Background: an optimization exercise with open tools, aiming at small area, a short achievable clock period and few clock cycles. Do not read the settings as production practice.
At most, simulation tests tie the RTL to the original design; equivalence was not proved.
Power and IR drop assume default switching activity.

## before
// sparse_mac_top
module sparse_mac_top
#(
    parameter int NUM_DECODERS = 2,
    parameter int VALUE_W = 16,
    parameter int INDEX_W = 16,
    parameter int DECODER_FIFO_DEPTH = 16,
    parameter int ACCUM_W = 32
)
(
    input mac_clk,
    input mac_rst,
    input [NUM_DECODERS-1:0] sram_valid_i,
    output [NUM_DECODERS-1:0] sram_ready_o,
    input [NUM_DECODERS*(1+VALUE_W+INDEX_W)-1:0] sram_data_i,
    output mac_valid_o,
    output [ACCUM_W-1:0] mac_data_o
);
localparam int DATA_W = 1 + VALUE_W + INDEX_W;
logic [INDEX_W-1:0] skip0, skip1;
logic [VALUE_W-1:0] val0, val1;
logic in_done0, in_done1;
assign {in_done0, val0, skip0} = sram_data_i[0 +: DATA_W];
assign {in_done1, val1, skip1} = sram_data_i[DATA_W +: DATA_W];
logic hv0, hv1;               
logic hd0, hd1;               
logic [VALUE_W-1:0] hval0;
logic [7:0] b_one, b_two, b_neg;    
logic b_top;                        
logic [7:0] g_one, g_two, g_neg;    
logic g_top;
logic [INDEX_W:0] diff;       
logic zq;                     
logic mat;                    
logic [31:0] acc_s, acc_c;    
logic [31:0] res;             
logic mq;                     
logic fin, both, d_neg, pop0, pop1, take0, take1;
assign fin   = (hv0 & hd0) | (hv1 & hd1);
assign both  = hv0 & hv1 & ~fin;
assign d_neg = diff[INDEX_W];
assign pop0  = both & ~d_neg;
assign pop1  = both & (d_neg | zq);
assign sram_ready_o[0] = ~fin & (~hv0 | pop0);
assign sram_ready_o[1] = ~fin & (~hv1 | pop1);
assign take0 = sram_valid_i[0] & sram_ready_o[0];
assign take1 = sram_valid_i[1] & sram_ready_o[1];
logic [INDEX_W:0] s1x, s0x, c10, c01, c11, diff_n;
logic [INDEX_W+1:0] c10_w, c11_w;
assign s1x   = {1'b0, skip1};
assign s0x   = {1'b0, skip0};
assign c10_w = {diff, 1'b1} + {s1x, 1'b1};           
assign c10   = c10_w[INDEX_W+1:1];
assign c01   = diff + ~s0x;                           
assign c11_w = {s1x, 1'b1} + {~s0x, 1'b1};           
assign c11   = c11_w[INDEX_W+1:1];
  ...
==> flow/config.mk <==
export PLATFORM = sky130hd
export DESIGN_NAME = sparse_mac_top
export DESIGN_NICKNAME = sparse_mac_top
export VERILOG_FILES = /design/flow/design.v
export SDC_FILE = /design/flow/constraint.sdc
export NUM_CORES = 4
export LEC_CHECK = 0
export CAP_MARGIN = 20
export CORE_MARGIN = 2
export CORE_UTILIZATION = 40
export SETUP_SLACK_MARGIN = 3.6
export SLEW_MARGIN = 20
export SYNTH_HIERARCHICAL = 1
==> flow/constraint.sdc <==
create_clock -name core_clock -period 7.0 [get_ports {mac_clk}]
set_input_delay 1.4000 -clock core_clock [delete_from_list [all_inputs] [get_ports {mac_clk}]]
set_output_delay 1.4000 -clock core_clock [all_outputs]
set_load 0.01 [all_outputs]
standard.sh (not shown) runs the stock make flow with config.mk's settings and CLKGATE_MAP_FILE= SYNTH_SCRIPT=/design/flow/synth_recipe.tcl, a recipe that flattens the netlist after the stock synthesis.
==> flow/flow/run.sh <==
#!/bin/bash
set -euo pipefail
export BUFFER_PORTS_ARGS="-buffer_cell sky130_fd_sc_hd__buf_2"
bash standard.sh finish > flow_make.log 2>&1
The flow did not stop early for before: all stages ran, and the layout cleared the timing, design-rule and antenna checks.
Input-level comparison between after and before:
--- a/flow/design.v
+++ b/flow/design.v
@@ -450,40 +450,20 @@
         acc_s <= tree_s;
         acc_c <= tree_c;
         mq    <= mat;
         g_one <= n_one & {8{matn}};
         g_two <= n_two & {8{matn}};
         g_neg <= n_neg & {8{matn}};
         g_top <= n_top & matn;
     end
 end
-function automatic [31:0] bk_add(input [31:0] a, input [31:0] b);
-    logic [31:0] g, p, gg, pp;
-    g = a & b;
-    p = a ^ b;
-    gg = g;
-    pp = p;
-    for (int l = 0; l < 5; l++)
-        for (int i = 0; i < 32; i++)
-            if (((i + 1) % (2 << l)) == 0) begin
-                gg[i] = gg[i] | (pp[i] & gg[i - (1 << l)]);
-                pp[i] = pp[i] & pp[i - (1 << l)];
-            end
-    for (int l = 3; l >= 0; l--)
-        for (int i = 0; i < 32; i++)
-            if (((i + 1) % (2 << l)) == (1 << l) && i >= (2 << l)) begin
-                gg[i] = gg[i] | (pp[i] & gg[i - (1 << l)]);
-                pp[i] = pp[i] & pp[i - (1 << l)];
-            end
-    bk_add = p ^ {gg[30:0], 1'b0};
-endfunction
 always_ff @(posedge mac_clk) begin
-    res <= bk_add(acc_s, acc_c);
+    res <= acc_s + acc_c;
     if (take0) begin
         hval0 <= val0;
         hd0   <= in_done0;
     end
     b_one <= n_one;
     b_two <= n_two;
     b_neg <= n_neg;
     b_top <= n_top;
     hd1   <= hd1n;
[summary]
Relative to before, number of cells in the finished layout apart from fillers has increased by about 1.6% in after. From after to before, number of pins with negative max-slew slack in the final report did not move at all. Compared to before, after has via count about 4.3% higher. Re wire length of the first global-routing pass: after is 4.2% up on before. Re number of remaining DRC errors: no difference whatsoever between after and before. Summary of after over before: overall power of the completed layout fell 4.7 mW; combinational power shrank by about 60%; combinational group share of total power now smaller. Delta(synthesized cell count, after - before) > 0. Mapped cell area ends up higher on after. before → after: share of the final layout cell area in sequential cells went up, post-layout instance area went down, power dissipated in sequential cells went down.
Function was not checked in any run of this note: the RTL went through the layout flow alone.

Another version of the RTL of sparse_mac_top (not shown whole).
Size: roughly 1,600 cells after synthesis, ~180 flip-flops, about 110 I/O pins, ~17,000 µm² of cells after synthesis.
clock: 7.0 ns
lec_check: 0
cap_margin: 20
core_margin: 2
core_utilization: 40
cts_buf_list: sky130_fd_sc_hd__clkbuf_4 sky130_fd_sc_hd__clkbuf_8
setup_slack_margin: 3.6
slew_margin: 20
synth_hierarchical: 1
Scripts as last shown in full above: flow/flow/run.sh
Testbench counts at the start, summed over its fixed seeds: cycles 7,526.
Rerun with:
--- a/flow/design.v
+++ b/flow/design.v
@@ -430,37 +430,35 @@
         hv1   <= 1'b0;
         diff  <= '0;
         zq    <= 1'b1;
         mat   <= 1'b0;
         acc_s <= '0;
         acc_c <= '0;
         mq    <= 1'b0;
         g_one <= '0;
         g_two <= '0;
         g_neg <= '0;
         g_top <= 1'b0;
-        hval0 <= '0;
     end else begin
         hv0   <= hv0n;
         hv1   <= hv1n;
         diff  <= diff_n;
         zq    <= zn;
         mat   <= matn;
         acc_s <= tree_s;
         acc_c <= tree_c;
         mq    <= mat;
         g_one <= n_one & {8{matn}};
         g_two <= n_two & {8{matn}};
         g_neg <= n_neg & {8{matn}};
         g_top <= n_top & matn;
-        if (take0) hval0 <= val0;
     end
 end
 function automatic [31:0] bk_add(input [31:0] a, input [31:0] b);
     logic [31:0] g, p, gg, pp;
     g = a & b;
     p = a ^ b;
     gg = g;
     pp = p;
     for (int l = 0; l < 5; l++)
         for (int i = 0; i < 32; i++)
             if (((i + 1) % (2 << l)) == 0) begin
@@ -469,20 +467,23 @@
             end
     for (int l = 3; l >= 0; l--)
         for (int i = 0; i < 32; i++)
             if (((i + 1) % (2 << l)) == (1 << l) && i >= (2 << l)) begin
                 gg[i] = gg[i] | (pp[i] & gg[i - (1 << l)]);
                 pp[i] = pp[i] & pp[i - (1 << l)];
             end
     bk_add = p ^ {gg[30:0], 1'b0};
 endfunction
 always_ff @(posedge mac_clk) begin
     res <= bk_add(acc_s, acc_c);
-    if (take0) hd0 <= in_done0;
+    if (take0) begin
+        hval0 <= val0;
+        hd0   <= in_done0;
+    end
     if (take1) begin
         hval1 <= val1;
         hd1   <= in_done1;
     end
 end
 assign mac_valid_o = fin & ~mq;
 assign mac_data_o  = res;
 endmodule
Die area shrinks by 0.85%.
Sequential share of layout area is higher by 0.28 points.
Wire length is lower by 2.4%.
Clock skew stays flat.
Area after synthesis decreases by 0.87%.
Setup slack got worse by 0.030 ns.
Cell count shrinks by 0.83%.
Clock-buffer cell count increases by 1.
Testbench counts after the change, summed over its fixed seeds: cycles 7,526.

-- afterwards: timing with drivers on the ports --
Ports are ideal in the flow. The routed layouts listed here were re-timed in OpenROAD.
Step 1 (the two cells are an assumption about what drives the block):
set clk [get_ports {mac_clk}]
set_driving_cell -lib_cell sky130_fd_sc_hd__clkbuf_16 $clk
set_driving_cell -lib_cell sky130_fd_sc_hd__buf_2 [delete_from_list [all_inputs] $clk]
Step 2 also shifts input and output timing later by t, the mid clock arrival at the registers, as if the neighbouring blocks saw the same clock.
Three values: ideal, step 1, step 2; two values: the first two.
| run | t (ns) | setup slack, ns | worst setup path after step 2 | slew at the worst register clock pin (ns) | worst slew at a driven data input, ns |
|---|---|---|---|---|---|
| before | 0.508 | 3.640 / 3.656 / 3.163 | input to register | 0.08 / 0.08 | 0.10 |
| after | 0.518 | 3.679 / 3.682 / 3.199 | input to register | 0.09 / 0.09 | 0.06 |
| the first run of note 2 | 0.560 | 3.693 / 3.681 / 3.174 | input to register | 0.10 / 0.10 | 0.09 |
| the second run of note 2 | 0.528 | 3.663 / 3.663 / 3.213 | input to register | 0.11 / 0.11 | 0.05 |
After both steps every run listed still meets setup and hold. For the first run of note 2, which loses most, drivers alone change the setup slack by -0.012 ns; drivers and shift together by -0.519 ns.
